What follows belongs to an exercise in optimizing a design on an open flow for small area, a short achievable clock period and few clock cycles per item; a production flow would make more cautious choices.
RTL that was checked went through simulation tests only; none was proved equivalent to the original.
For run 9, only the layout was checked, not whether the RTL still works.

===== design.v =====
module cordic #(
    parameter WL = 16,       
    parameter FL = 14,       
    parameter N_ITER = 15    
)(
    input  wire                clk,         
    input  wire                rst_n,       
    input  wire                start,       
    input  wire signed [WL-1:0] angle_in,   
    output reg  signed [WL-1:0] cos_out,    
    output reg  signed [WL-1:0] sin_out,    
    output reg                 done         
);
    reg signed [WL-1:0] atan_i;
    always @(*) begin
        case (i)
            5'd0:    atan_i = 16'sb0011_0010_0100_0100;    
            5'd1:    atan_i = 16'sb0001_1101_1010_1100;    
            5'd2:    atan_i = 16'sb0000_1111_1010_1110;    
            5'd3:    atan_i = 16'sb0000_0111_1111_0101;    
            5'd4:    atan_i = 16'sb0000_0011_1111_1111;    
            5'd5:    atan_i = 16'sb0000_0010_0000_0000;    
            5'd6:    atan_i = 16'sb0000_0001_0000_0000;    
            5'd7:    atan_i = 16'sb0000_0000_1000_0000;    
            5'd8:    atan_i = 16'sb0000_0000_0100_0000;    
            5'd9:    atan_i = 16'sb0000_0000_0010_0000;    
            5'd10:   atan_i = 16'sb0000_0000_0001_0000;    
            5'd11:   atan_i = 16'sb0000_0000_0000_1000;    
            5'd12:   atan_i = 16'sb0000_0000_0000_0100;    
            5'd13:   atan_i = 16'sb0000_0000_0000_0010;    
            5'd14:   atan_i = 16'sb0000_0000_0000_0001;    
            default: atan_i = 16'sb0000_0000_0000_0000;
        endcase
    end
    reg signed [WL-1:0] x;               
    reg signed [WL-1:0] y;               
    reg signed [WL-1:0] z;               
    reg [4:0] i;                         
    reg [1:0] state, next_state;         
    localparam IDLE   = 2'd0;
    localparam ROTATE = 2'd1;
    localparam DONE   = 2'd2;
    localparam signed [WL-1:0] K = 16'sd9949;
    always @(posedge clk or negedge rst_n) begin
        if (!rst_n)
            state <= IDLE;
        else
            state <= next_state;
    end
    always @(*) begin
        case (state)
            IDLE:    next_state = start ? ROTATE : IDLE;
            ROTATE:  next_state = (i == N_ITER-1) ? DONE : ROTATE;
            DONE:    next_state = IDLE;
            default: next_state = IDLE;
        endcase 
    end
    always @(posedge clk or negedge rst_n) begin
        if (!rst_n) begin
            cos_out <= 0;
            sin_out <= 0;
            i       <= 0;
        end 
        else begin
            case (state)
                IDLE: begin
                    if (start) begin
                        x <= K;          
                        y <= 0;          
                        z <= angle_in;   
                        i <= 0;          
                    end
                end
                ROTATE: begin
                    if (z[WL-1] == 0) begin
                        x <= x - (y >>> i);
                        y <= y + (x >>> i);
                        z <= z - atan_i;
                    end 
                    else begin
                        x <= x + (y >>> i);
                        y <= y - (x >>> i);
                        z <= z + atan_i;
                    end
                    i <= i + 1;   
                end
                DONE: begin
                    cos_out <= x;   
                    sin_out <= y;   
                end
            endcase
        end
    end
    always @(posedge clk or negedge rst_n) begin
        if (!rst_n)
            done <= 0;
        else begin
            case (state)
                IDLE:    done <= 0;
                DONE:    done <= 1;
                default: done <= done;
            endcase
        end
    end
endmodule

===== run.sh =====
#!/bin/bash
# synth_recipe.tcl (not shown) runs the flow's synth.tcl, then flattens the netlist and writes it again
# the make line also repeats each setting of config.mk as NAME=value (left out here)
make -C /OpenROAD-flow-scripts/flow DESIGN_CONFIG=/design/flow/config.mk WORK_HOME=/design/flow/orfs CLKGATE_MAP_FILE= SYNTH_SCRIPT=/design/flow/synth_recipe.tcl finish

===== config.mk =====
export PLATFORM = sky130hd
export DESIGN_NAME = cordic
export DESIGN_NICKNAME = cordic
export VERILOG_FILES = /design/flow/design.v
export SDC_FILE = /design/flow/constraint.sdc
export NUM_CORES = 4
export LEC_CHECK = 0
export CAP_MARGIN = 20
export CORE_MARGIN = 2
export CORE_UTILIZATION = 40
export SLEW_MARGIN = 20

===== constraint.sdc =====
create_clock -name core_clock -period 7.0 [get_ports {clk}]
set_input_delay 1.4000 -clock core_clock [delete_from_list [all_inputs] [get_ports {clk}]]
set_output_delay 1.4000 -clock core_clock [all_outputs]
set_load 0.01 [all_outputs]

==> results.json, run 1 <==
{
  "status": "complete, no violations",
  "crit_path_max_fanout": 44,
  "critPathSlowestCell": "dfrtp_2",
  "period_share": 0.855,
  "crit_required_ps": 7210,
  "via_count": 6841,
  "io_buffers": 51,
  "yosys_warnings": 1,
  "cts_root_buf": "clkbuf_16",
  "tns_ps": 0,
  "grt_pass1_wl_mm": 35.5,
  "finalNonFillerCells": 1195,
  "grt_start_max_net_pins": 45,
  "finalSetupViolations": 0,
  "placedCellCount": 1179,
  "core_region_area_um2": 20400,
  "slew_viol_final": 0,
  "synthFlopType": "edfxtp_1",
  "netlist.area_leader.share": 0.172,
  "ant_nets": 0,
  "dr.pass1.iters": 6,
  "placed_area_um2": 9080,
  "start_kind": "register",
  "synthCells": 897,
  "register_area_um2": 2440,
  "synth_edf_count": 48,
  "relSlewSlack": 0.321,
  "clk_pin_slew_worst_paths_ps": 70,
  "yosysMostFrequentCell": "nand2_1",
  "syn_to_final_growth_pct": 11.8,
  "hold_class": "register to register",
  "max_clock_freq_ghz": 0.167,
  "die-area_um2": 22100,
  "wirelength_mm": 22.0,
  "cts-buffers-inserted": 9,
  "io_pins": 52,
  "grt_pass1_vias": 6504,
  "ys_top_cells_by_count": "nand2_1, nor2_1, a21oi_1, ha_1, edfxtp_1",
  "crit_path_cell_trace": "clkinv_1 -> mux2i_1 -> o221a_2 -> and2_1 -> ha_1 -> nand3_1 -> nor2_1 -> nand3_1 -> a31oi_1 -> o221ai_1 -> ha_1 -> a21o_1 -> a21oi_1 -> o22ai_1 -> a2111oi_0 -> o31ai_1 -> or2_2 -> mux2i_1",
  "synthDistinctLibCells": 84,
  "clkSinkCount": 88,
  "worst_pin_slew_ps": 1020,
  "finalCriticalPeriod_ps": 5980,
  "post_cts_resize_count": 0,
  "cts_max_level": 3,
  "critPathKind": "register to register",
  "post-route-drc-count": 0,
  "finalHoldViolCount": 0,
  "viasPerCell": 5.72,
  "cap_violations": 0,
  "seq_area_frac_synth": 0.292,
  "postSynth.asyncResetShare": 0.455,
  "clock_latency_ps": 370,
  "cp-end-kind": "register",
  "antenna_cells": 0,
  "design_area_um2": 9360,
  "synth.avg_cell_area_um2": 9.34,
  "grtUsageTotal": 0.204,
  "wl_per_cell_um": 18.4,
  "yosysTopAreaCell": "edfxtp_1",
  "drt_iter0_drc": 423,
  "cts_tree": "yes",
  "multi_input_area_um2": 5580,
  "fin_util": 0.460,
  "drive_gt1_frac": 0.137,
  "hpwl_mm": 15.9,
  "synth_seq_cells": 88,
  "finalWeightedCongestion": 0.930,
  "finalClockSkew_ps": 13.4,
  "start_util": 0.411,
  "synth_area_leaders": "edfxtp_1, dfrtp_1, ha_1",
  "critical_path.max_stage_delay_ps": 1040,
  "overflow": 0,
  "nFillCells": 1987,
  "synth_area_um2": 8370,
  "fp.dieW_um": 149,
  "ctsHoldBuffers": 0,
  "nNetsFinal": 1000,
  "syn_nets": 977,
  "clk_path_buf_depth": 2,
  "chipHeight_um": 149,
  "post_cts_buffers": 0,
  "fp-row-count": 52,
  "rsz0062_at_grt": "no",
  "antenna_found_initial": 0,
  "arrival_ps": 6200
}
[worst max-delay path: cells and delay by family (launching register included)]
kind / cells / cell delay, ps
adders and majority gates: 2 / 560
buffers and inverters: 1 / 540
muxes: 2 / 540
AOI/OAI and AO/OA: 8 / 2180
and+or+nand+nor: 5 / 1010
DFF: 1 / 1040
[per-stage QoR]
step | setup WS [ps] | hold slack (ps)
final | 1020 | 505
after global routing | 510 | 527
after CTS | 1090 | 510
after detailed placement | 1120 | 483
after global placement | 1390 | 481
after floorplan | 2430 | 509
[sequential cells by signal, indices dropped and copies added (netlist names)]
| register | count |
|---|---|
| cos_out | 16 |
| sin_out | 16 |
| x | 16 |
| y | 16 |
| z | 16 |
| i | 5 |
| state | 2 |
| done | 1 |
[cell families after synthesis]
kind of cell,after synthesis,synth area share
buf+inv,81,0.0435
fa+ha+maj,61,0.0938
simple gates,288,0.169
flops,88,0.292
mux,81,0.141
compound gates,226,0.186
xor+xnor,72,0.0753
[layout make-up]
type | count | share of cell area
Clock buffer | 10 | 0.0245
Clock inverter | 6 | 0.00521
Inverter | 28 | 0.0112
Multi-Input combinational cell | 728 | 0.597
Sequential cell | 88 | 0.261
Tap cell | 270 | 0.0361
Timing Repair Buffer | 65 | 0.0652
[worst paths after layout]
kind,start,endpoint,cells past startpoint,slack [ps]
setup / recovery,i[0],x[15],18,1020
hold / removal,done,done,2,510
setup reg to reg,i[0],x[15],18,1020
hold reg to reg,done,done,2,510
max in group asynchronous,rst_n,i[1],2,5480
min in group asynchronous,rst_n,cos_out[14],2,1100
[cell usage in the layout (no fill, tap or decap), types with 14 or more instances in the layout]
master,Yosys,routed
nand2_1,95,95
nor2_1,82,81
a21oi_1,58,58
ha_1,58,58
clkdlybuf4s50_1,0,50
edfxtp_1,48,48
mux2_2,41,41
dfrtp_1,40,38
xor2_1,36,36
xnor2_1,36,36
o21ai_0,34,34
inv_1,26,26
nor3_1,24,23
a21o_1,19,19
mux4_2,17,17
mux2i_1,15,15
buf_4,2,14
[per-layer routing]
layer,track usage,part of all wire
met5,0,0
met3,0.0383,0.060
met1,0.293,0.48
met4,0.0557,0.016
met2,0.318,0.44
Testbench counts, summed over its fixed seeds: cycles 27,208, items 1,600.
==> run 2: changes to the inputs <==
==> design.v (replaced) <==
module cordic (
    input  wire               clk,
    input  wire               rst_n,
    input  wire               start,
    input  wire signed [15:0] angle_in,
    output wire signed [15:0] cos_out,
    output wire signed [15:0] sin_out,
    output reg                done
);
    localparam signed [15:0] K = 16'sd9949;
    reg signed [15:0] x, y, z;
    reg [3:0] cnt;
    reg busy;
    reg [15:0] atan_i;
    always @(*) begin
        case (cnt)
            4'd1:    atan_i = 16'h1DAC;
            4'd2:    atan_i = 16'h0FAE;
            4'd3:    atan_i = 16'h07F5;
            4'd4:    atan_i = 16'h03FF;
            4'd5:    atan_i = 16'h0200;
            4'd6:    atan_i = 16'h0100;
            4'd7:    atan_i = 16'h0080;
            4'd8:    atan_i = 16'h0040;
            4'd9:    atan_i = 16'h0020;
            4'd10:   atan_i = 16'h0010;
            4'd11:   atan_i = 16'h0008;
            4'd12:   atan_i = 16'h0004;
            4'd13:   atan_i = 16'h0002;
            4'd14:   atan_i = 16'h0001;
            default: atan_i = 16'h0000;
        endcase
    end
    wire dz = ~z[15];                        
    wire signed [15:0] ysh = y >>> cnt;
    wire signed [15:0] xsh = x >>> cnt;
    wire [15:0] x_n = x + (ysh ^ {16{dz}}) + {15'd0, dz};
    wire [15:0] y_n = y + (xsh ^ {16{~dz}}) + {15'd0, ~dz};
    wire [15:0] z_n = z + (atan_i ^ {16{dz}}) + {15'd0, dz};
    wire d0 = ~angle_in[15];
    wire [15:0] z1 = d0 ? angle_in - 16'h3244 : angle_in + 16'h3244;
    always @(posedge clk) begin
        if (start) begin
            x   <= K;
            y   <= d0 ? K : -K;
            z   <= z1;
            cnt <= 4'd1;
        end else begin
            x   <= x_n;
            y   <= y_n;
            z   <= z_n;
            cnt <= cnt + 4'd1;
        end
    end
    wire last = (cnt == 4'd14);
    always @(posedge clk or negedge rst_n) begin
        if (!rst_n) begin
            busy <= 1'b0;
            done <= 1'b0;
        end else begin
            busy <= start | (busy & ~last);
            done <= busy & last;
        end
    end
    assign cos_out = x;
    assign sin_out = y;
endmodule
--- a/config.mk
+++ b/config.mk
@@ -8,4 +8,5 @@
 export CAP_MARGIN = 20
 export CORE_MARGIN = 2
-export CORE_UTILIZATION = 40
+export CORE_UTILIZATION = 65
+export SETUP_SLACK_MARGIN = 3.0
 export SLEW_MARGIN = 20
==> run 2 against run 1 <==
Against the previous run: synthesized cell count down 16%; final cell count down 22%; sequential cell count down 21; global-route usage up 10 points; clock-buffer cell count unchanged; clock skew down 5.7 ps; utilization up 30 points; largest cell class unchanged; critical path depth down 2; still clean; highest routed layer unchanged; via count down 17%; first-iteration DRC count down 18%.
==> results.json, run 2 <==
{
  "worstRegToRegCells": 16,
  "arrival_ps": 4210,
  "worst_slack_ps": 3040,
  "antenna_cells": 0,
  "finalWeightedCongestion": 0.907,
  "synth_area_um2": 6350,
  "io_buffers": 51,
  "overflow": 0,
  "core_region_area_um2": 9640,
  "hold_class": "register to register",
  "cts_max_level": 3,
  "dr.pass1.iters": 4,
  "clk_path_buf_depth": 2,
  "reg_top3": "x x16, y x16, z x16",
  "cts_tree": "yes",
  "critPathSlowestCell": "mux4_2",
  "cap_violations": 0,
  "wl_per_cell_um": 17.2,
  "yosys_warnings": 1,
  "finalSetupViolations": 0,
  "die-area_um2": 10600,
  "netlist.area_leader.share": 0.205,
  "synth_area_leaders": "dfxtp_1, ha_1, xnor2_1",
  "fp.dieW_um": 103,
  "layout_common_cells": "xnor2_1, o21ai_0, ha_1, a21oi_1, dfxtp_1",
  "crit_required_ps": 7250,
  "cts-buffers-inserted": 9,
  "antenna_found_initial": 0,
  "final_common_cell": "xnor2_1",
  "hpwl_mm": 11.5,
  "place_ws_ps": 2300,
  "grt_start_max_net_pins": 75,
  "syn_nets": 836,
  "cp-end-kind": "register",
  "ant_nets": 0,
  "syn_to_final_growth_pct": 15.5,
  "nNetsFinal": 880,
  "wirelength_mm": 16.0,
  "via_count": 5703,
  "hold_path_depth": 1,
  "period_share": 0.566,
  "synth_seq_cells": 67,
  "ctsHoldBuffers": 0,
  "crit_path_max_fanout": 12,
  "cp_num_buf_inv": 2,
  "status": "complete, no violations",
  "finalClockSkew_ps": 7.70,
  "cts_root_buf": "clkbuf_8",
  "grt_pass1_vias": 5277,
  "cp.depth": 16,
  "yosysMostFrequentCell": "xnor2_1",
  "worst_pin_slew_ps": 915,
  "io_pins": 52,
  "start_kind": "register",
  "rsz0062_at_grt": "yes",
  "whs_ps": 489,
  "postSynth.asyncResetShare": 0.0299,
  "drt_iter0_drc": 348,
  "grtUsageTotal": 0.307,
  "seq_area_frac_synth": 0.213,
  "fp-row-count": 36,
  "clk_pin_slew_worst_paths_ps": 80,
  "drive_gt1_frac": 0.118,
  "chipHeight_um": 103,
  "crit_path_cell_trace": "buf_4 -> mux2i_1 -> mux4_2 -> mux2i_2 -> mux2_2 -> inv_1 -> fa_1 -> nor2b_1 -> o21ai_0 -> a21boi_0 -> o21ai_1 -> a21oi_1 -> o21ai_0 -> a21oi_1 -> o41ai_1 -> mux2_2",
  "critPathTopFamily": "multiplexers",
  "clock_latency_ps": 360,
  "relSlewSlack": 0.388,
  "viasPerCell": 6.13,
  "critPathKind": "register to register",
  "critical_path.max_stage_delay_ps": 480,
  "synthDistinctLibCells": 53,
  "start_util": 0.659,
  "ys_top_cells_by_count": "xnor2_1, o21ai_0, dfxtp_1, ha_1, a21oi_1",
  "synthFlopType": "dfxtp_1",
  "grt_pass1_wl_mm": 25.1,
  "synth.avg_cell_area_um2": 8.48,
  "synth_edf_count": 0,
  "post-route-drc-count": 0,
  "max_clock_freq_ghz": 0.252,
  "finalCriticalPeriod_ps": 3960,
  "clkSinkCount": 67,
  "yosysTopAreaCell": "dfxtp_1",
  "slew_viol_final": 0,
  "tns_ps": 0,
  "synthCells": 749,
  "finalHoldViolCount": 0
}
[run 2: stage by stage]
step	util	cells	instance area, um2
after CTS	0.744	920	7180
after detailed placement	0.715	900	6890
after global placement	0.715	900	6890
after global routing	0.761	931	7340
after floorplan	-	749	6360
final	0.761	931	7340
[run 2: layer usage]
layer / GRT usage / wire length, um
met1: 0.375 / 6700
met2: 0.541 / 8220
met3: 0.0569 / 767
met4: 0.105 / 335
met5: 0 / 0
[run 2: final timing paths]
kind / from / to / slack (ps)
min in group asynchronous: rst_n / busy / 1190
worst max register to register: cnt[3] / x[14] / 3040
worst min-delay path: busy / busy / 490
worst max-delay path: cnt[3] / x[14] / 3040
max in group asynchronous: rst_n / done / 5690
worst min register to register: busy / busy / 490
[run 2: cell families after synthesis]
logic type	synth area share
multiplexers	0.155
buffers and inverters	0.0435
AO/OA/AOI/OAI	0.195
flip-flops	0.213
XOR/XNOR	0.132
AND/OR/NAND/NOR	0.123
adder cells (fa/ha/maj)	0.139
[run 2: timing repair]
action,in CTS,in global routing
setup endpoints to repair,17,11
endpoints found under the hold margin,0,0
gates resized for setup,11,19
cloned,0,2
setup buffers,4,9
[run 2: worst reg2reg max path, stage by stage, from the launching register on]
cell and delay [ps]:
dfxtp_4 470, buf_4 160, mux2i_1 90, mux4_2 480, mux2i_2 230, mux2_2 410, inv_1 80, fa_1 170
nor2b_1 60, o21ai_0 200, a21boi_0 160, o21ai_1 180, a21oi_1 90, o21ai_0 240, a21oi_1 150, o41ai_1 290
mux2_2 370
[run 2: final cells by class]
| cell class | count | area (um2) |
|---|---|---|
| Clock buffer | 10 | 138 |
| Clock inverter | 6 | 72.6 |
| Fill cell | 766 | 2300 |
| Inverter | 28 | 113 |
| Multi-Input combinational cell | 616 | 4760 |
| Sequential cell | 67 | 1370 |
| Tap cell | 133 | 166 |
| Timing Repair Buffer | 70 | 713 |
| Timing Repair inverter | 1 | 5.00 |
Testbench counts of run 2, summed over its fixed seeds: cycles 24,008, items 1,600.
==> run 3: changes to the inputs <==
--- a/config.mk
+++ b/config.mk
@@ -6,7 +6,7 @@
 export NUM_CORES = 4
 export LEC_CHECK = 0
+export ABC_CLOCK_PERIOD_IN_PS = 3000
 export CAP_MARGIN = 20
 export CORE_MARGIN = 2
 export CORE_UTILIZATION = 65
-export SETUP_SLACK_MARGIN = 3.0
 export SLEW_MARGIN = 20
==> run 3 against run 2 <==
Against the previous run: critical path type unchanged; non-clock buffer count shrank 15; final cell count shrank 1.8%; highest routed layer unchanged; still clean; synthesized cell count is the same; clock-buffer cell count grew 1; global-route usage grew 0.13 points; area after synthesis is the same.
==> results.json, run 3 <==
{
  "max_clock_freq_ghz": 0.211,
  "finalCriticalPeriod_ps": 4730,
  "crit_path_max_fanout": 47,
  "seq_area_frac_synth": 0.213,
  "post_cts_buffers": 0,
  "antenna_cells": 0,
  "die-area_um2": 10600,
  "grt_pass1_vias": 5206,
  "cpMostUsedCell": "o21ai_0",
  "drt_iter0_drc": 323,
  "wl_per_cell_um": 17.1,
  "placedCellCount": 899,
  "yosysTopAreaCell": "dfxtp_1",
  "synth_seq_cells": 67,
  "post_synth_xor_area_fraction": 0.132,
  "clock_latency_ps": 370,
  "synth.avg_cell_area_um2": 8.48,
  "synthCells": 749,
  "reg_top3": "x x16, y x16, z x16",
  "synthFlopType": "dfxtp_1",
  "yosys_warnings": 1,
  "synth_compound_area_frac": 0.195,
  "finalWeightedCongestion": 0.896,
  "post-route-drc-count": 0,
  "hold_class": "register to register",
  "critPathSlowestCell": "dfxtp_2",
  "final_common_cell": "xnor2_1",
  "worst_pin_slew_ps": 1040,
  "nNetsFinal": 864,
  "drive_gt1_frac": 0.0781,
  "yosysMostFrequentCell": "xnor2_1",
  "cts-buffers-inserted": 9,
  "synthSimpleGateAreaFrac": 0.123,
  "cp-end-kind": "register",
  "finalHoldViolCount": 0,
  "io_pins": 52,
  "io_buffers": 51,
  "start_util": 0.659,
  "finalNonFillerCells": 914,
  "cts_max_level": 3,
  "antenna_found_initial": 0,
  "viasPerCell": 6.07,
  "fp.dieW_um": 103,
  "dr.pass1.iters": 5,
  "slew_viol_final": 0,
  "core_region_area_um2": 9640,
  "critPathKind": "register to register",
  "period_share": 0.676,
  "critical_path.max_stage_delay_ps": 1000,
  "grt_start_max_net_pins": 75,
  "ctsHoldBuffers": 0,
  "synth-adder-area-share": 0.139,
  "arrival_ps": 4980,
  "chipHeight_um": 103,
  "finalClockSkew_ps": 17.3,
  "via_count": 5547,
  "critPathTopFamily": "multiplexers",
  "crit_required_ps": 7240,
  "cts_tree": "yes",
  "hpwl_mm": 11.5,
  "relSlewSlack": 0.305,
  "postSynth.asyncResetShare": 0.0299,
  "wirelength_mm": 15.6,
  "tns_ps": 0,
  "start_kind": "register",
  "grtUsageTotal": 0.308,
  "rsz0062_at_grt": "no",
  "layout_common_cells": "xnor2_1, o21ai_0, ha_1, a21oi_1, dfxtp_1",
  "ant_nets": 0,
  "post_cts_resize_count": 0,
  "ys_top_cells_by_count": "xnor2_1, o21ai_0, dfxtp_1, ha_1, a21oi_1",
  "clk_pin_slew_worst_paths_ps": 90,
  "finalSetupViolations": 0,
  "overflow": 0,
  "clk_path_buf_depth": 2,
  "syn_nets": 836,
  "synth_edf_count": 0,
  "fp-row-count": 36,
  "crit_path_cell_trace": "mux2i_1 -> mux4_2 -> mux2i_1 -> mux2_2 -> inv_1 -> fa_1 -> nor2b_1 -> o21ai_0 -> a21boi_0 -> o21ai_0 -> a21oi_1 -> o21ai_0 -> a21oi_1 -> o41ai_1 -> mux2_2",
  "synthDistinctLibCells": 53,
  "cts_root_buf": "clkbuf_8",
  "netlist.area_leader.share": 0.205,
  "status": "complete, no violations",
  "syn_to_final_growth_pct": 12.2,
  "clkSinkCount": 67,
  "synthMuxAreaShare": 0.155,
  "synth_area_um2": 6350,
  "synth_area_leaders": "dfxtp_1, ha_1, xnor2_1",
  "grt_pass1_wl_mm": 25.3,
  "cap_violations": 0,
  "cp_num_buf_inv": 1,
  "synth_top_family_by_area": "compound AO/OA/AOI/OAI gates"
}
-- run 3: kinds of logic (layout without fill, tap and decap cells) --
kind of cell             after synthesis  in the layout
buffers and inverters                 66             98
XOR/XNOR                              96             96
flip-flops                            67             67
adder cells (fa/ha/maj)               68             68
multiplexers                          80             80
AND/OR/NAND/NOR                      170            170
AO/OA/AOI/OAI                        202            202
-- run 3: area by class of cell --
| cell class | count | area, um2 |
|---|---|---|
| inverter | 28 | 105 |
| timing repair buffer | 55 | 536 |
| multi-input combinational | 616 | 4720 |
| sequential | 67 | 1360 |
| tap | 133 | 166 |
| clock buffer | 11 | 141 |
| clock inverter | 4 | 98.8 |
| fill | 759 | 2510 |
-- run 3: stage by stage --
stage	cell area [um2]	util	hold slack, ps	setup slack (ps)
detailed placement	6890	0.714	479	2350
global placement	6890	0.714	460	2420
CTS	7130	0.739	494	2310
floorplan	6350	-	450	2800
global route	7130	0.739	513	1940
finish	7130	0.739	489	2270
-- run 3: path summary, 6_finish.rpt --
check,cells after the start,from,end,slack [ps]
max,15,cnt[3],x[14],2270
max in group asynchronous,1,rst_n,busy,5680
min reg2reg,1,busy,busy,490
min in group asynchronous,1,rst_n,done,1200
max reg2reg,15,cnt[3],x[14],2270
min,1,busy,busy,490
-- run 3: routing by layer --
| layer | vias to the layer above | share of wire | global-route usage |
|---|---|---|---|
| li1 | 2712 | - | - |
| met1 | 2661 | 0.43 | 0.390 |
| met2 | 149 | 0.51 | 0.529 |
| met3 | 25 | 0.039 | 0.0563 |
| met4 | 0 | 0.025 | 0.106 |
| met5 | - | 0 | 0 |
-- run 3: worst reg2reg max path: stages (launching register included) --
cell and delay [ps]:
dfxtp_2 1000, mux2i_1 240, mux4_2 500, mux2i_1 260, mux2_2 420, inv_1 80
fa_1 180, nor2b_1 60, o21ai_0 190, a21boi_0 180, o21ai_0 320, a21oi_1 110
o21ai_0 240, a21oi_1 150, o41ai_1 290, mux2_2 370
==> run 4: changes to the inputs <==
--- a/config.mk
+++ b/config.mk
@@ -6,7 +6,7 @@
 export NUM_CORES = 4
 export LEC_CHECK = 0
-export ABC_CLOCK_PERIOD_IN_PS = 3000
 export CAP_MARGIN = 20
 export CORE_MARGIN = 2
 export CORE_UTILIZATION = 65
+export SETUP_SLACK_MARGIN = 4.0
 export SLEW_MARGIN = 20
==> run 4 against run 3 <==
Against the previous run: sequential cell count unchanged; still clean on timing, DRC and antenna; critical path depth increased by 1; design area increased by 16%; sequential share of layout area decreased by 2.3 points; clock skew decreased by 1.6 ps; non-clock buffer count increased by 71; setup slack improved by 1100 ps; wire length increased by 24%; first-iteration DRC count increased by 95%.
==> results.json, run 4 <==
{
  "cp-end-kind": "register",
  "post-route-drc-count": 0,
  "start_util": 0.659,
  "finalSetupViolations": 0,
  "arrival_ps": 3930,
  "finalNonFillerCells": 986,
  "synth_area_leaders": "dfxtp_1, ha_1, xnor2_1",
  "worstRegToRegCells": 16,
  "cp_num_buf_inv": 1,
  "hpwl_mm": 11.6,
  "critPathKind": "register to register",
  "relSlewSlack": 0.367,
  "placedCellCount": 900,
  "clock_latency_ps": 380,
  "yosysMostFrequentCell": "xnor2_1",
  "grtUsageTotal": 0.345,
  "critical_path.max_stage_delay_ps": 530,
  "hold_class": "register to register",
  "period_share": 0.526,
  "synth.avg_cell_area_um2": 8.48,
  "synth_edf_count": 0,
  "fp.dieW_um": 103,
  "synth-adder-area-share": 0.139,
  "ys_top_cells_by_count": "xnor2_1, o21ai_0, dfxtp_1, ha_1, a21oi_1",
  "slew_viol_final": 0,
  "layout_common_cells": "xnor2_1, ha_1, buf_4, dfxtp_1, nor2_1",
  "crit_start": "cnt[1]",
  "fin_util": 0.856,
  "crit_required_ps": 7250,
  "finalHoldViolCount": 0,
  "whs_ps": 485,
  "clk_pin_slew_worst_paths_ps": 90,
  "synthSimpleGateAreaFrac": 0.123,
  "worst_pin_slew_ps": 946,
  "reg_top3": "x x16, y x16, z x16",
  "cap_violations": 0,
  "clkSinkCount": 67,
  "yosysTopAreaCell": "dfxtp_1",
  "cts_root_buf": "clkbuf_8",
  "max_clock_freq_ghz": 0.272,
  "ant_nets": 0,
  "yosys_warnings": 1,
  "cts_max_level": 3,
  "synth_seq_cells": 67,
  "dr.pass1.iters": 6,
  "netlist.area_leader.share": 0.205,
  "postSynth.asyncResetShare": 0.0299,
  "viasPerCell": 6.31,
  "status": "complete, no violations",
  "finalClockSkew_ps": 15.7,
  "io_pins": 52,
  "fp-row-count": 36,
  "critPathTopFamily": "compound AO/OA/AOI/OAI gates",
  "synthMuxAreaShare": 0.155,
  "antenna_found_initial": 0,
  "die-area_um2": 10600,
  "crit_path_max_fanout": 6,
  "wirelength_mm": 19.4,
  "regToRegSetupSlack_ps": 3320,
  "place_ws_ps": 2620,
  "syn_nets": 836,
  "seq_area_frac_synth": 0.213,
  "io_buffers": 51,
  "hold_path_depth": 1,
  "cts-buffers-inserted": 9,
  "worst_slack_ps": 3320,
  "start_kind": "register",
  "cts_tree": "yes",
  "tns_ps": 0,
  "synthFlopType": "dfxtp_1",
  "critPathSlowestCell": "mux4_2",
  "min_from": "busy",
  "synth_area_um2": 6350,
  "grt_pass1_wl_mm": 28.0,
  "ctsHoldBuffers": 0,
  "final_common_cell": "xnor2_1",
  "finalCriticalPeriod_ps": 3680,
  "clk_path_buf_depth": 2,
  "drt_iter0_drc": 630,
  "core_region_area_um2": 9640,
  "syn_to_final_growth_pct": 29.8,
  "antenna_cells": 0,
  "grt_start_max_net_pins": 69,
  "synth_top_family_by_area": "compound AO/OA/AOI/OAI gates",
  "via_count": 6219,
  "rsz0062_at_grt": "yes",
  "nNetsFinal": 936,
  "crit_path_cell_trace": "buf_12 -> mux4_2 -> and2_1 -> a311oi_2 -> a21oi_2 -> xnor2_1 -> ha_1 -> a21oi_2 -> o21ai_0 -> a21oi_1 -> o21ai_1 -> a21oi_1 -> o221ai_1 -> a31oi_1 -> xor2_1 -> nor2_1",
  "synthDistinctLibCells": 53,
  "r2r-start": "cnt[1]",
  "synthCells": 749,
  "synth_compound_area_frac": 0.195,
  "post_synth_xor_area_fraction": 0.132,
  "drive_gt1_frac": 0.256,
  "r2r_end": "x[15]",
  "holdPathEnd": "busy",
  "wl_per_cell_um": 19.7,
  "chipHeight_um": 103,
  "grt_pass1_vias": 5757,
  "overflow": 0,
  "finalWeightedCongestion": 0.932
}
==> run 4: cell counts after synthesis <==
No cell type changed its count.
==> run 4: worst reg2reg max path, cell delays in order (launching register included) <==
cell and delay (ps):
dfxtp_4 440, buf_12 150, mux4_2 530, and2_1 190, a311oi_2 250, a21oi_2 60, xnor2_1 140, ha_1 360
a21oi_2 190, o21ai_0 120, a21oi_1 190, o21ai_1 110, a21oi_1 160, o221ai_1 140, a31oi_1 270, xor2_1 200
nor2_1 50
==> run 4: worst max path at each step <==
stage / end / slack (ps) / depth (start not counted)
finish: x[15] / 3320 / 16
global route: x[15] / 3140 / 16
CTS: x[14] / 3450 / 16
global placement: z[14] / 2720 / 12
detailed placement: z[14] / 2620 / 12
floorplan: x[14] / 3540 / 18
==> run 4: kinds of logic after synthesis <==
group	count (synthesis)
flops	67
xor+xnor	96
buf+inv	66
fa+ha+maj	68
simple gates	170
compound gates	202
mux	80
==> run 4: cell type report <==
class | instances | area [um2]
multi-input combinational | 616 | 5120
fill | 545 | 1390
sequential | 67 | 1380
timing repair buffer | 126 | 1250
tap | 133 | 166
clock buffer | 9 | 124
inverter | 28 | 113
clock inverter | 6 | 90.1
timing repair inverter | 1 | 7.51
==> run 4: per-layer routing <==
metal  up-vias  track usage  wire length (um)
met1      2909        0.405              7080
li1       2850            -                 -
met3       118       0.0624              1710
met2       342        0.597              9490
met4         0        0.187              1120
met5         -            0                 0
==> run 4: metrics by stage <==
step	instance area [um2]
after detailed placement	7060
after floorplan	6610
final	8250
after CTS	7890
after global placement	7060
after global routing	8250
==> run 4: timing repair <==
item                       CTS  global route
setup endpoints to repair   43            30
buffers inserted            36            31
gates resized for setup     73            35
gates cloned                 4             0
pin swaps                   34            42
==> run 5: changes to the inputs <==
--- a/config.mk
+++ b/config.mk
@@ -8,5 +8,4 @@
 export CAP_MARGIN = 20
 export CORE_MARGIN = 2
-export CORE_UTILIZATION = 65
-export SETUP_SLACK_MARGIN = 4.0
+export CORE_UTILIZATION = 40
 export SLEW_MARGIN = 20
==> run 5 against run 4 <==
Against the previous run: sequential cell count is the same; global-route usage shrank 15 points; design area shrank 11%; first-iteration DRC count fell by 38%; clock-buffer cell count rose by 1; die area up 60%; clock skew is 3.8 ps lower; sequential share of layout area increased by 1.9 points; critical path depth unchanged; synthesized cell count unchanged.
==> results.json, run 5 <==
{
  "grt_pass1_vias": 5204,
  "ys_top_cells_by_count": "xnor2_1, o21ai_0, dfxtp_1, ha_1, a21oi_1",
  "finalCriticalPeriod_ps": 4670,
  "worst_pin_slew_ps": 1090,
  "critPathSlowestCell": "dfxtp_2",
  "yosysTopAreaCell": "dfxtp_1",
  "cp_num_buf_inv": 1,
  "hpwl_mm": 11.9,
  "clk_pin_slew_worst_paths_ps": 70,
  "crit_path_max_fanout": 47,
  "layout_common_cells": "xnor2_1, o21ai_0, ha_1, a21oi_1, dfxtp_1",
  "cts_root_buf": "clkbuf_16",
  "drt_iter0_drc": 393,
  "final_common_cell": "xnor2_1",
  "overflow": 0,
  "chipHeight_um": 130,
  "crit_required_ps": 7240,
  "dr.pass1.iters": 5,
  "clock_latency_ps": 350,
  "synth_seq_cells": 67,
  "seq_area_frac_synth": 0.213,
  "wl_per_cell_um": 16.0,
  "cts_max_level": 3,
  "nNetsFinal": 865,
  "cts-buffers-inserted": 9,
  "ant_nets": 0,
  "die-area_um2": 16900,
  "status": "complete, no violations",
  "antenna_found_initial": 0,
  "finalSetupViolations": 0,
  "start_kind": "register",
  "cts_tree": "yes",
  "syn_nets": 836,
  "io_pins": 52,
  "syn_to_final_growth_pct": 15.0,
  "synth_area_leaders": "dfxtp_1, ha_1, xnor2_1",
  "netlist.area_leader.share": 0.205,
  "wirelength_mm": 16.0,
  "fp.dieW_um": 130,
  "post-route-drc-count": 0,
  "yosysMostFrequentCell": "xnor2_1",
  "ctsHoldBuffers": 0,
  "grt_start_max_net_pins": 75,
  "postSynth.asyncResetShare": 0.0299,
  "synthFlopType": "dfxtp_1",
  "arrival_ps": 4910,
  "relSlewSlack": 0.272,
  "antenna_cells": 0,
  "synthCells": 749,
  "drive_gt1_frac": 0.0817,
  "io_buffers": 51,
  "tns_ps": 0,
  "via_count": 5431,
  "start_util": 0.404,
  "period_share": 0.667,
  "viasPerCell": 5.44,
  "grt_pass1_wl_mm": 26.2,
  "post_cts_resize_count": 0,
  "yosys_warnings": 1,
  "clk_path_buf_depth": 2,
  "rsz0062_at_grt": "no",
  "hold_class": "register to register",
  "finalWeightedCongestion": 0.874,
  "cp-end-kind": "register",
  "post_cts_buffers": 0,
  "synth.avg_cell_area_um2": 8.48,
  "core_region_area_um2": 15700,
  "grtUsageTotal": 0.197,
  "synth_area_um2": 6350,
  "critPathKind": "register to register",
  "fp-row-count": 46,
  "cap_violations": 0,
  "max_clock_freq_ghz": 0.214,
  "synthDistinctLibCells": 53,
  "critical_path.max_stage_delay_ps": 1050,
  "finalHoldViolCount": 0,
  "synth_edf_count": 0,
  "finalClockSkew_ps": 11.9,
  "reg_top3": "x x16, y x16, z x16",
  "critPathTopFamily": "compound AO/OA/AOI/OAI gates",
  "crit_path_cell_trace": "mux2_2 -> nor2_1 -> a21oi_1 -> inv_1 -> mux4_2 -> xnor2_1 -> ha_1 -> nor2b_1 -> o21ai_0 -> a21boi_0 -> o21ai_0 -> a21oi_1 -> o21ai_0 -> a21oi_1 -> o41ai_1 -> mux2_2",
  "clkSinkCount": 67,
  "slew_viol_final": 0
}
## run 5: routing by layer
| layer | track usage | share of wire |
|---|---|---|
| met1 | 0.249 | 0.45 |
| met2 | 0.345 | 0.51 |
| met3 | 0.0369 | 0.030 |
| met4 | 0.0512 | 0.015 |
| met5 | 0 | 0 |
## run 5: worst paths after layout
path	start	endpoint	slack, ps	depth (start not counted)
worst max-delay path	cnt[1]	x[14]	2330	16
worst min-delay path	busy	busy	480	1
worst max register to register	cnt[1]	x[14]	2330	16
worst min register to register	busy	busy	480	1
max in group asynchronous	rst_n	busy	5670	1
min in group asynchronous	rst_n	done	1210	1
## run 5: per-stage QoR
step	instances	area (um2)	hold slack [ps]	setup slack, ps	utilization
after floorplan	749	6350	450	2800	-
after detailed placement	983	7000	470	2230	0.445
after global placement	983	7000	461	2250	0.445
after CTS	999	7310	484	2360	0.465
final	999	7310	478	2330	0.465
after global routing	999	7310	502	1990	0.465
## run 5: cell type report
cell class / instances / area, um2
Timing Repair Buffer: 56 / 543
Multi-Input combinational cell: 616 / 4720
Tap cell: 216 / 270
Clock buffer: 10 / 239
Sequential cell: 67 / 1360
Fill cell: 1547 / 8400
Clock inverter: 6 / 71.3
Inverter: 28 / 105
## run 5: cells by family after synthesis
group,after synthesis,synth area share
AO/OA/AOI/OAI,202,0.195
AND/OR/NAND/NOR,170,0.123
XOR/XNOR,96,0.132
multiplexers,80,0.155
adder cells (fa/ha/maj),68,0.139
flip-flops,67,0.213
buffers and inverters,66,0.0435
## run 5: worst reg2reg max path: cells and delay by family (launching register included)
kind	cells	cell delay [ps]
simple gates	2	210
flops	1	1050
fa+ha+maj	1	360
buf+inv	1	50
compound gates	8	1550
xor+xnor	1	150
mux	3	1190
==> run 6: changes to the inputs <==
--- a/design.v
+++ b/design.v
@@ -37,20 +37,24 @@
     wire [15:0] x_n = x + (ysh ^ {16{dz}}) + {15'd0, dz};
     wire [15:0] y_n = y + (xsh ^ {16{~dz}}) + {15'd0, ~dz};
-    wire [15:0] z_n = z + (atan_i ^ {16{dz}}) + {15'd0, dz};
     wire d0 = ~angle_in[15];
-    wire [15:0] z1 = d0 ? angle_in - 16'h3244 : angle_in + 16'h3244;
+    wire [15:0] za = start ? angle_in : z;
+    wire [15:0] ata = start ? 16'h3244 : atan_i;
+    wire        dza = start ? d0 : dz;
+    wire [15:0] z_n = za + (ata ^ {16{dza}}) + {15'd0, dza};
     always @(posedge clk) begin
         if (start) begin
             x   <= K;
             y   <= d0 ? K : -K;
-            z   <= z1;
-            cnt <= 4'd1;
         end else begin
             x   <= x_n;
             y   <= y_n;
-            z   <= z_n;
+        end
+        if (start) begin
+            cnt <= 4'd1;
+        end else begin
             cnt <= cnt + 4'd1;
         end
     end
+    always @(posedge clk) z <= z_n;
     wire last = (cnt == 4'd14);
     always @(posedge clk or negedge rst_n) begin
--- a/config.mk
+++ b/config.mk
@@ -8,4 +8,5 @@
 export CAP_MARGIN = 20
 export CORE_MARGIN = 2
-export CORE_UTILIZATION = 40
+export CORE_UTILIZATION = 65
+export SETUP_SLACK_MARGIN = 3.0
 export SLEW_MARGIN = 20
==> run 6 against run 5 <==
Against the previous run: highest routed layer unchanged; final cell count down 8.4%; fmax up 18%.
==> results.json, run 6 <==
{
  "ys_top_cells_by_count": "nand2_1, o21ai_0, dfxtp_1, a21oi_1, ha_1",
  "crit_required_ps": 7220,
  "cp_num_buf_inv": 1,
  "period_share": 0.565,
  "rsz0062_at_grt": "yes",
  "cts_root_buf": "clkbuf_8",
  "grtUsageTotal": 0.331,
  "gr-usage-met3": 0.0386,
  "finalSetupViolations": 0,
  "design_area_um2": 6970,
  "hold_class": "register to register",
  "holdPathEnd": "busy",
  "grt_pass1_wl_mm": 26.9,
  "cap_violations": 0,
  "crit_path_cell_trace": "buf_6 -> mux2i_1 -> nand2_1 -> o21ai_0 -> mux4_2 -> xnor2_1 -> ha_1 -> and3_1 -> nand2_1 -> nor3_1 -> a311oi_2 -> a2111oi_0 -> or4_1",
  "syn_nets": 827,
  "worst_pin_slew_ps": 1030,
  "io_buffers": 51,
  "start_util": 0.669,
  "regToRegSetupSlack_ps": 3050,
  "chipHeight_um": 102,
  "post-route-drc-count": 0,
  "wirelength_mm": 16.7,
  "netlist.area_leader.share": 0.211,
  "top_usage_layer": "met2",
  "overflow": 0,
  "wl_per_cell_um": 18.2,
  "slew_viol_final": 0,
  "crit_path_max_fanout": 13,
  "r2r_end": "y[5]",
  "synth_area_um2": 6180,
  "cp-end-kind": "register",
  "synth_area_leaders": "dfxtp_1, ha_1, xnor2_1",
  "cts_tree": "yes",
  "cpMostUsedCell": "nand2_1",
  "finalCriticalPeriod_ps": 3950,
  "arrival_ps": 4180,
  "fp.dieW_um": 102,
  "antenna_cells": 0,
  "grt_pass1_vias": 5492,
  "viasPerCell": 6.28,
  "use_met2": 0.532,
  "nNetsFinal": 855,
  "finalWeightedCongestion": 0.951,
  "core_region_area_um2": 9240,
  "yosys_warnings": 1,
  "status": "complete, no violations",
  "critPathSlowestCell": "a311oi_2",
  "finalClockSkew_ps": 14.8,
  "cts_max_level": 3,
  "cts-buffers-inserted": 9,
  "seq_area_frac_synth": 0.219,
  "clk_path_buf_depth": 2,
  "worstRegToRegCells": 13,
  "antenna_found_initial": 0,
  "hpwl_mm": 12.2,
  "worst_slack_ps": 3050,
  "synth.avg_cell_area_um2": 8.21,
  "critPathKind": "register to register",
  "ant_nets": 0,
  "synthDistinctLibCells": 67,
  "drive_gt1_frac": 0.103,
  "clk_pin_slew_worst_paths_ps": 90,
  "grtUsageMet1": 0.447,
  "clock_latency_ps": 360,
  "synth_edf_count": 0,
  "postSynth.asyncResetShare": 0.0299,
  "min_from": "busy",
  "relSlewSlack": 0.310,
  "syn_to_final_growth_pct": 12.8,
  "synthCells": 753,
  "hold_path_depth": 2,
  "synth_seq_cells": 67,
  "tns_ps": 0,
  "synthFlopType": "dfxtp_1",
  "yosysTopAreaCell": "dfxtp_1",
  "via_count": 5746,
  "start_kind": "register",
  "die-area_um2": 10300,
  "critical_path.max_stage_delay_ps": 600,
  "critPathTopFamily": "compound AO/OA/AOI/OAI gates",
  "finalHoldViolCount": 0,
  "drt_iter0_drc": 392,
  "nFillCells": 709,
  "placed_area_um2": 6710,
  "r2r-start": "cnt[1]",
  "fp-row-count": 35,
  "layout_common_cells": "nand2_1, o21ai_0, dfxtp_1, a21oi_1, ha_1",
  "max_clock_freq_ghz": 0.253,
  "reg_top3": "x x16, y x16, z x16",
  "place_ws_ps": 2550,
  "clkSinkCount": 67,
  "grt_start_max_net_pins": 63,
  "io_pins": 52,
  "dr.pass1.iters": 5
}
-- run 6: cell count changes after synthesis, sizes merged, moves of 5 or more --
cell / delta
inv: -6
nand2: +25
mux2i: -12
a211oi: -5
ha: -12
xnor2: -22
mux2: +15
o21bai: -7
o21a: +7
nand2b: -15
-- run 6: what timing repair did --
| item | 4_1_cts | 5_1_grt |
|---|---|---|
| endpoints found under the hold margin | 0 | 0 |
| cloned | 0 | 0 |
| resized for setup | 2 | 7 |
| hold buffers | 0 | 0 |
| setup endpoints to repair | 25 | 19 |
| buffers inserted | 1 | 1 |
-- run 6: worst max-delay path by stage --
stage	start	cells after the start	to	slack (ps)
after floorplan	cnt[1]	19	x[15]	3030
after global placement	cnt[1]	12	y[12]	2660
after detailed placement	start	13	z[10]	2550
after CTS	cnt[1]	14	x[15]	3000
after global routing	cnt[0]	15	x[15]	2840
final	cnt[1]	13	y[5]	3050
-- run 6: worst min-delay path: stages (launching register included) --
cell and delay, ps:
dfrtp_1 350, nand2_1 50, nand2_1 50
-- run 6: cell type report --
type,count,area (um2),share of cell area
multi-input combinational,623,4600,0.659
inverter,22,82.6,0.0118
sequential,67,1360,0.195
timing repair buffer,58,577,0.0827
clock buffer,9,124,0.0178
clock inverter,7,76.3,0.0109
tap,129,161,0.0231
-- run 6: per-layer routing --
| metal | vias up | part of all wire |
|---|---|---|
| met2 | 251 | 0.45 |
| li1 | 2759 | - |
| met3 | 56 | 0.067 |
| met1 | 2680 | 0.44 |
| met5 | - | 0 |
| met4 | 0 | 0.037 |
-- run 6: cells by family after synthesis --
group / count (synthesis) / share of synthesized area
AO/OA/AOI/OAI: 218 / 0.216
AND/OR/NAND/NOR: 194 / 0.144
multiplexers: 79 / 0.154
XOR/XNOR: 77 / 0.109
flip-flops: 67 / 0.219
buffers and inverters: 63 / 0.0427
adder cells (fa/ha/maj): 55 / 0.115
-- run 6: per-stage QoR --
step / std cells / hold slack [ps] / utilization
finish: 915 / 481 / 0.755
CTS: 914 / 485 / 0.750
detailed placement: 897 / 464 / 0.726
global placement: 897 / 459 / 0.726
floorplan: 753 / 447 / -
global route: 915 / 537 / 0.755
Testbench counts of run 6, summed over its fixed seeds: cycles 24,008, items 1,600.
==> run 7: changes to the inputs <==
--- a/config.mk
+++ b/config.mk
@@ -6,7 +6,8 @@
 export NUM_CORES = 4
 export LEC_CHECK = 0
+export ABC_AREA = 1
 export CAP_MARGIN = 20
 export CORE_MARGIN = 2
 export CORE_UTILIZATION = 65
-export SETUP_SLACK_MARGIN = 3.0
+export SETUP_SLACK_MARGIN = 4.0
 export SLEW_MARGIN = 20
==> run 7 against run 6 <==
Against the previous run: first-iteration DRC count increased to 3.3 times the previous value; global-route usage increased by 5.0 points; register-to-register slack improved by 660 ps; setup slack improved by 530 ps; hold slack improved by 6.0 ps; critical path type is now primary input to register; highest routed layer unchanged; synthesized cell count increased by 20%; design area increased by 19%; final cell count increased by 25%.
==> results.json, run 7 <==
{
  "core_region_area_um2": 9110,
  "syn_nets": 975,
  "final_common_cell": "nand2_1",
  "wirelength_mm": 26.1,
  "ctsHoldBuffers": 0,
  "cts-buffers-inserted": 9,
  "clk_path_buf_depth": 2,
  "synth_area_leaders": "dfxtp_1, nand2_1, ha_1",
  "synth_edf_count": 0,
  "ant_nets": 0,
  "nNetsFinal": 1098,
  "ys_top_cells_by_count": "nand2_1, o21ai_0, nand3_1, inv_1, dfxtp_1",
  "start_kind": "primary input",
  "cts_tree": "yes",
  "clkSinkCount": 67,
  "yosysMostFrequentCell": "nand2_1",
  "reg_top3": "x x16, y x16, z x16",
  "slew_viol_final": 0,
  "arrival_ps": 3700,
  "worst_slack_ps": 3580,
  "antenna_cells": 0,
  "rsz0062_at_grt": "yes",
  "critPathKind": "primary input to register",
  "hold_path_depth": 2,
  "grt_start_max_net_pins": 33,
  "antenna_found_initial": 1,
  "chipHeight_um": 100,
  "finalSetupViolations": 0,
  "cap_violations": 0,
  "multi_input_area_um2": 4770,
  "status": "complete, no violations",
  "synth_area_um2": 6030,
  "syn_to_final_growth_pct": 37.7,
  "overflow": 0,
  "layout_common_cells": "nand2_1, nand3_1, buf_4, inv_1, dfxtp_1",
  "design_area_um2": 8300,
  "seq_area_frac_synth": 0.224,
  "drt_iter0_drc": 1301,
  "cts_root_buf": "clkbuf_8",
  "viasPerCell": 6.98,
  "relSlewSlack": 0.552,
  "drive_gt1_frac": 0.285,
  "grtUsageTotal": 0.381,
  "yosys_warnings": 1,
  "place_ws_ps": 2550,
  "io_pins": 52,
  "cts_max_level": 3,
  "fp-row-count": 35,
  "crit_required_ps": 7280,
  "finalNonFillerCells": 1140,
  "finalHoldViolCount": 0,
  "hpwl_mm": 11.9,
  "placed_area_um2": 6540,
  "io_buffers": 51,
  "period_share": 0.489,
  "register_area_um2": 1370,
  "finalWeightedCongestion": 0.997,
  "postSynth.asyncResetShare": 0.0299,
  "fp.dieW_um": 100,
  "max_clock_freq_ghz": 0.292,
  "worstRegToRegCells": 19,
  "nFillCells": 361,
  "post-route-drc-count": 0,
  "fin_util": 0.911,
  "placedCellCount": 1030,
  "synthDistinctLibCells": 45,
  "tns_ps": 0,
  "cp-end-kind": "register",
  "synth_seq_cells": 67,
  "clk_pin_slew_worst_paths_ps": 90,
  "synth.avg_cell_area_um2": 6.69,
  "worst_pin_slew_ps": 672,
  "clock_latency_ps": 360,
  "wl_per_cell_um": 22.9,
  "synthCells": 901,
  "regToRegSetupSlack_ps": 3710,
  "synthFlopType": "dfxtp_1",
  "grt_pass1_vias": 6593,
  "finalClockSkew_ps": 14.6,
  "yosysTopAreaCell": "dfxtp_1",
  "start_util": 0.662,
  "netlist.area_leader.share": 0.216,
  "die-area_um2": 10100,
  "finalCriticalPeriod_ps": 3420,
  "crit_path_max_fanout": 6,
  "hold_class": "register to register",
  "dr.pass1.iters": 12,
  "via_count": 7958,
  "grt_pass1_wl_mm": 30.8
}
[run 7: what timing repair did]
| item | in CTS | in global routing |
|---|---|---|
| endpoints found under the setup margin | 45 | 32 |
| endpoints found under the hold margin | 0 | 0 |
| pin swaps | 46 | 41 |
| setup buffers | 54 | 30 |
| gates resized for setup | 92 | 130 |
| gates cloned | 7 | 3 |
[run 7: cell families (layout without fill, tap and decap cells)]
kind of cell | Yosys count | after routing | synth area share
AND/OR/NAND/NOR | 420 | 420 | 0.318
buffers and inverters | 111 | 239 | 0.0826
flip-flops | 67 | 67 | 0.224
multiplexers | 3 | 3 | 0.00498
AO/OA/AOI/OAI | 189 | 189 | 0.171
XOR/XNOR | 56 | 56 | 0.0814
adder cells (fa/ha/maj) | 55 | 55 | 0.118
[run 7: per-stage QoR]
stage               hold WS, ps
global placement            454
detailed placement          470
CTS                         490
global route                511
finish                      487
floorplan                   442
[run 7: area by class of cell]
cell class | count | area share
timing repair buffer | 142 | 0.167
clock buffer | 9 | 0.0149
clock inverter | 7 | 0.0119
tap | 111 | 0.0167
sequential | 67 | 0.165
multi-input combinational | 723 | 0.575
timing repair inverter | 6 | 0.00648
inverter | 75 | 0.0430
[run 7: path summary, 6_finish.rpt]
check	start	end
hold / removal	busy	busy
setup reg to reg	cnt[0]	y[12]
hold reg to reg	busy	busy
setup / recovery	start	z[12]
min in group asynchronous	rst_n	busy
max in group asynchronous	rst_n	done
[run 7: metal layers]
metal / wire length, um / GRT usage
met2: 11500 / 0.654
met5: 0 / 0
met1: 8550 / 0.464
met4: 2600 / 0.174
met3: 3480 / 0.0655
[run 7: critical path, stage by stage]
cell and delay (ps):
buf_12 100, buf_12 140, inv_16 80, buf_4 130, nand2_1 110, o21ai_1 300, ha_4 270, a21oi_2 160
and2_4 190, nor3_4 40, nor2_2 140, o21ai_2 80, a21oi_1 150, nor2_1 60, nor2_1 140, xor2_1 200
==> run 8: changes to the inputs <==
--- a/config.mk
+++ b/config.mk
@@ -10,4 +10,4 @@
 export CORE_MARGIN = 2
 export CORE_UTILIZATION = 65
-export SETUP_SLACK_MARGIN = 4.0
+export SETUP_SLACK_MARGIN = 3.0
 export SLEW_MARGIN = 20
==> run 8 against run 7 <==
Against the previous run: still clean on timing, DRC and antenna; utilization decreased by 17 points; clock-buffer cell count increased by 4; sequential cell count unchanged; clock skew about the same; hold slack got worse by 6.4 ps; area after synthesis unchanged; setup slack got worse by 410 ps; wire length decreased by 40%; critical endpoint unchanged; highest routed layer unchanged.
==> results.json, run 8 <==
{
  "chipHeight_um": 100,
  "netlist.area_leader.share": 0.216,
  "clk_path_buf_depth": 2,
  "drive_gt1_frac": 0.0925,
  "clkSinkCount": 67,
  "hold_class": "register to register",
  "nNetsFinal": 1011,
  "regToRegSetupSlack_ps": 3290,
  "yosysMostFrequentCell": "nand2_1",
  "start_kind": "primary input",
  "finalCriticalPeriod_ps": 3830,
  "place_ws_ps": 1950,
  "clk_pin_slew_worst_paths_ps": 80,
  "grt_pass1_vias": 5674,
  "layout_common_cells": "nand2_1, o21ai_0, nand3_1, inv_1, dfxtp_1",
  "fin_util": 0.741,
  "finalSetupViolations": 0,
  "io_pins": 52,
  "synth_compound_area_frac": 0.171,
  "synth_edf_count": 0,
  "drt_iter0_drc": 403,
  "clock_latency_ps": 350,
  "ant_nets": 0,
  "cts_max_level": 3,
  "finalClockSkew_ps": 14.3,
  "grt_start_max_net_pins": 47,
  "status": "complete, no violations",
  "finalNonFillerCells": 1052,
  "synthFlopType": "dfxtp_1",
  "die-area_um2": 10100,
  "finalHoldViolCount": 0,
  "fp.dieW_um": 100,
  "finalWeightedCongestion": 0.944,
  "post-route-drc-count": 0,
  "viasPerCell": 5.78,
  "cap_violations": 0,
  "fp-row-count": 35,
  "arrival_ps": 4070,
  "cts_root_buf": "clkbuf_8",
  "worst_slack_ps": 3170,
  "tns_ps": 0,
  "reg_top3": "x x16, y x16, z x16",
  "seq_area_frac_synth": 0.224,
  "core_region_area_um2": 9110,
  "syn_to_final_growth_pct": 12.0,
  "syn_nets": 975,
  "grt_pass1_wl_mm": 25.9,
  "yosysTopAreaCell": "dfxtp_1",
  "dr.pass1.iters": 5,
  "wl_per_cell_um": 15.0,
  "post_synth_xor_area_fraction": 0.0814,
  "final_common_cell": "nand2_1",
  "placed_area_um2": 6500,
  "synthMuxAreaShare": 0.00498,
  "relSlewSlack": 0.356,
  "synth_area_leaders": "dfxtp_1, nand2_1, ha_1",
  "grtUsageTotal": 0.319,
  "worst_pin_slew_ps": 964,
  "worstRegToRegCells": 13,
  "cts_tree": "yes",
  "synth.avg_cell_area_um2": 6.69,
  "synth-adder-area-share": 0.118,
  "cts-buffers-inserted": 9,
  "via_count": 6082,
  "period_share": 0.548,
  "critPathKind": "primary input to register",
  "start_util": 0.662,
  "overflow": 0,
  "synthDistinctLibCells": 45,
  "wirelength_mm": 15.8,
  "synth_top_family_by_area": "simple AND/OR/NAND/NOR gates",
  "hold_path_depth": 2,
  "yosys_warnings": 1,
  "io_buffers": 51,
  "rsz0062_at_grt": "no",
  "ys_top_cells_by_count": "nand2_1, o21ai_0, nand3_1, inv_1, dfxtp_1",
  "postSynth.asyncResetShare": 0.0299,
  "placedCellCount": 1032,
  "cp-end-kind": "register",
  "crit_required_ps": 7230,
  "antenna_cells": 0,
  "whs_ps": 481,
  "slew_viol_final": 0,
  "synthSimpleGateAreaFrac": 0.318,
  "hpwl_mm": 11.9,
  "synth_area_um2": 6030,
  "antenna_found_initial": 0,
  "design_area_um2": 6750,
  "max_clock_freq_ghz": 0.261,
  "crit_path_max_fanout": 8,
  "synthCells": 901,
  "synth_seq_cells": 67
}
## run 8: critical path, cell delays in order
cell             delay, ps
clkdlybuf4s50_1        480
nand2_4                140
nand2_4                100
clkinvlp_4             120
nand2_1                 60
o21a_1                 130
fa_1                   420
nand3b_1               170
and2_1                 190
nor3_1                 190
nor2_1                 120
o21ai_2                170
a21oi_1                 80
nor2_1                  90
nor2_1                  50
xor2_1                 130
## run 8: what timing repair did
item                                    4_1_cts  5_1_grt
buffers inserted                              0        4
gates cloned                                  0        1
endpoints found under the setup margin       15        6
hold buffers                                  0        0
pin swaps                                     0        0
gates resized for setup                      10       10
## run 8: path summary, 6_finish.rpt
check | from | endpoint
max | angle_in[15] | z[12]
min | busy | busy
max reg2reg | cnt[3] | y[12]
min reg2reg | busy | busy
max in group asynchronous | rst_n | done
min in group asynchronous | rst_n | busy
## run 8: layout make-up
type,instances,area [um2]
repair buffers,60,592
flip-flops and latches,67,1350
clock inverters,2,12.5
clock buffers,13,159
inverters,75,299
well taps,111,139
multi-input cells,723,4190
fillers,803,2360
repair inverters,1,7.51
## run 8: kinds of logic (layout without fill, tap and decap cells)
family / Yosys count / in the layout
mux: 3 / 3
fa+ha+maj: 55 / 55
simple gates: 420 / 420
buf+inv: 111 / 151
flops: 67 / 67
xor+xnor: 56 / 56
compound gates: 189 / 189
## run 8: per-layer routing
metal,wire (um),vias up,global-route usage
met3,1050,46,0.0376
met5,0,-,0
met4,521,0,0.126
met2,7440,236,0.536
met1,6750,2747,0.417
li1,-,3053,-
==> run 9: changes to the inputs <==
--- a/design.v
+++ b/design.v
@@ -10,5 +10,6 @@
     localparam signed [15:0] K = 16'sd9949;
     reg signed [15:0] x, y, z;
-    reg [3:0] cnt;
+    reg [3:0] cnt;       
+    reg [3:0] cntb;      
     reg busy;
     reg [15:0] atan_i;
@@ -34,5 +35,5 @@
     wire dz = ~z[15];                        
     wire signed [15:0] ysh = y >>> cnt;
-    wire signed [15:0] xsh = x >>> cnt;
+    wire signed [15:0] xsh = x >>> (~cntb);
     wire [15:0] x_n = x + (ysh ^ {16{dz}}) + {15'd0, dz};
     wire [15:0] y_n = y + (xsh ^ {16{~dz}}) + {15'd0, ~dz};
@@ -51,7 +52,9 @@
         end
         if (start) begin
-            cnt <= 4'd1;
+            cnt  <= 4'd1;
+            cntb <= ~4'd1;
         end else begin
-            cnt <= cnt + 4'd1;
+            cnt  <= cnt + 4'd1;
+            cntb <= cntb - 4'd1;
         end
     end
--- a/config.mk
+++ b/config.mk
@@ -9,5 +9,5 @@
 export CAP_MARGIN = 20
 export CORE_MARGIN = 2
-export CORE_UTILIZATION = 65
+export CORE_UTILIZATION = 60
 export SETUP_SLACK_MARGIN = 3.0
 export SLEW_MARGIN = 20
==> run 9 against run 8 <==
Against the previous run: hold slack got worse by 1.1 ps; largest cell class unchanged; critical path type unchanged; still clean; fmax increased by 2.1%; die area increased by 9.7%; non-clock buffer count decreased by 1.
==> results.json, run 9 <==
{
  "io_buffers": 51,
  "r2r-start": "cntb[0]",
  "io_pins": 52,
  "critPathKind": "primary input to register",
  "register_area_um2": 1440,
  "finalSetupViolations": 0,
  "synth_edf_count": 0,
  "hpwl_mm": 12.5,
  "grt_pass1_wl_mm": 27.2,
  "finalCriticalPeriod_ps": 3760,
  "netlist.area_leader.share": 0.225,
  "clk_path_buf_depth": 2,
  "clk_pin_slew_worst_paths_ps": 80,
  "nFillCells": 835,
  "cpMostUsedCell": "nor2_1",
  "critical_path.max_stage_delay_ps": 430,
  "multi_input_area_um2": 4210,
  "cts_tree": "yes",
  "grtUsageTotal": 0.304,
  "synth_seq_cells": 71,
  "antenna_found_initial": 0,
  "synthCells": 922,
  "cts-buffers-inserted": 9,
  "finalHoldViolCount": 0,
  "antenna_cells": 0,
  "clkSinkCount": 71,
  "rsz0062_at_grt": "yes",
  "worstRegToRegCells": 17,
  "placedCellCount": 1074,
  "crit_path_cell_trace": "dlygate4sd2_1 -> buf_12 -> clkinvlp_4 -> buf_12 -> nand2_1 -> nand2_1 -> o21ai_1 -> fa_2 -> nand3b_1 -> and2_1 -> nor3_1 -> nor2_1 -> o21ai_2 -> a21oi_1 -> nor2_1 -> nor2_1 -> xor2_1",
  "finalNonFillerCells": 1096,
  "max_clock_freq_ghz": 0.266,
  "syn_nets": 997,
  "crit_required_ps": 7270,
  "die-area_um2": 11000,
  "layout_common_cells": "nand2_1, nand3_1, o21ai_0, inv_1, dfxtp_1",
  "critPathSlowestCell": "fa_2",
  "synth_area_leaders": "dfxtp_1, nand2_1, ha_1",
  "cp-end-kind": "register",
  "grt_pass1_vias": 5781,
  "tns_ps": 0,
  "nNetsFinal": 1033,
  "via_count": 6239,
  "core_region_area_um2": 9860,
  "status": "complete, no violations",
  "crit_path_max_fanout": 25,
  "chipHeight_um": 105,
  "fp.dieW_um": 105,
  "post-route-drc-count": 0,
  "finalClockSkew_ps": 8.50,
  "r2r_end": "y[15]",
  "min_from": "busy",
  "crit_start": "start",
  "finalWeightedCongestion": 0.949,
  "drive_gt1_frac": 0.0831,
  "drt_iter0_drc": 506,
  "cts_root_buf": "clkbuf_8",
  "reg_top3": "x x16, y x16, z x16",
  "yosysMostFrequentCell": "nand2_1",
  "cap_violations": 0,
  "arrival_ps": 4020,
  "crit_end": "z[12]",
  "start_kind": "primary input",
  "place_ws_ps": 2040,
  "ys_top_cells_by_count": "nand2_1, nand3_1, o21ai_0, inv_1, dfxtp_1",
  "period_share": 0.537,
  "syn_to_final_growth_pct": 13.5,
  "ant_nets": 0
}
## run 9: final cells by class
type | instances | share of cell area
multi-input combinational | 737 | 0.605
tap | 133 | 0.0239
timing repair buffer | 59 | 0.0927
timing repair inverter | 1 | 0.000720
inverter | 79 | 0.0443
clock inverter | 7 | 0.00792
clock buffer | 9 | 0.0178
sequential | 71 | 0.207
## run 9: layer usage
| metal | vias up | GRT usage | wire [um] |
|---|---|---|---|
| met1 | 2817 | 0.398 | 7400 |
| met2 | 247 | 0.507 | 7710 |
| li1 | 3132 | - | - |
| met5 | - | 0 | 0 |
| met4 | 0 | 0.110 | 514 |
| met3 | 43 | 0.0474 | 1060 |
## run 9: timing repair
action	CTS	global route
pin swaps	0	1
buffers inserted	0	3
hold buffers	0	0
cloned	2	1
endpoints found under the setup margin	9	10
gates resized for setup	9	11
## run 9: worst min-delay path by stage
stage	depth (start not counted)	end	slack, ps
finish	2	busy	480
global route	2	busy	510
CTS	2	busy	480
detailed placement	2	busy	460
global placement	2	busy	460
floorplan	2	busy	440
## run 9: logic make-up after synthesis
| family | count (synthesis) | share of synthesized area |
|---|---|---|
| muxes | 4 | 0.00653 |
| buffers and inverters | 114 | 0.0809 |
| AOI/OAI and AO/OA | 183 | 0.165 |
| adders and majority gates | 56 | 0.118 |
| xor gates and xnor gates | 58 | 0.0829 |
| and+or+nand+nor | 436 | 0.313 |
| DFF | 71 | 0.234 |
## run 9: worst max-delay path: cells and delay by family
| kind | cells | cell delay [ps] |
|---|---|---|
| AND/OR/NAND/NOR | 8 | 980 |
| buffers and inverters | 4 | 710 |
| adder cells (fa/ha/maj) | 1 | 430 |
| AO/OA/AOI/OAI | 3 | 360 |
| XOR/XNOR | 1 | 130 |
## run 9: through the flow
step | instance area [um2] | util
6_report | 6950 | 0.705
2_1_floorplan | 6130 | -
5_1_grt | 6950 | 0.705
3_5_place_dp | 6630 | 0.672
3_3_place_gp | 6630 | 0.672
4_1_cts | 6900 | 0.699

==> separate check: timing with driven ports <==
Ports are ideal in the flow. The routed layouts listed here were re-timed in OpenROAD.
Step 1: set_driving_cell puts a clkbuf_16 on clk and a buf_2 on each other input, an assumption about the parent block.
Step 2 times the ports against the registers' clock, not the clock port: input delays grow and output delays shrink by t, the midpoint of the rising clock arrivals with the driver on.
Three values: ideal ports, drivers, drivers and shift; two values: the first two.
run | t, ns | setup WS [ns] | slew at the worst register clock pin (ns) | worst slew at a driven data input, ns
run 1 | 0.401 | 1.016 / 1.016 / 1.016 | 0.07 / 0.07 | 0.03
run 2 | 0.391 | 3.039 / 3.039 / 2.834 | 0.08 / 0.08 | 0.03
run 3 | 0.395 | 2.265 / 2.265 / 2.265 | 0.09 / 0.09 | 0.04
run 4 | 0.411 | 3.320 / 3.320 / 3.320 | 0.09 / 0.09 | 0.05
run 5 | 0.379 | 2.332 / 2.332 / 2.234 | 0.07 / 0.07 | 0.04
run 6 | 0.386 | 3.048 / 3.048 / 2.843 | 0.09 / 0.09 | 0.04
run 7 | 0.394 | 3.576 / 3.565 / 3.172 | 0.10 / 0.10 | 0.06
run 8 | 0.377 | 3.166 / 3.181 / 2.804 | 0.09 / 0.09 | 0.03
run 9 | 0.407 | 3.244 / 3.265 / 2.858 | 0.09 / 0.09 | 0.03
After both steps setup and hold are still met in every run listed. For run 7, which loses most, drivers alone change the setup slack by -0.011 ns; drivers and shift together by -0.404 ns.
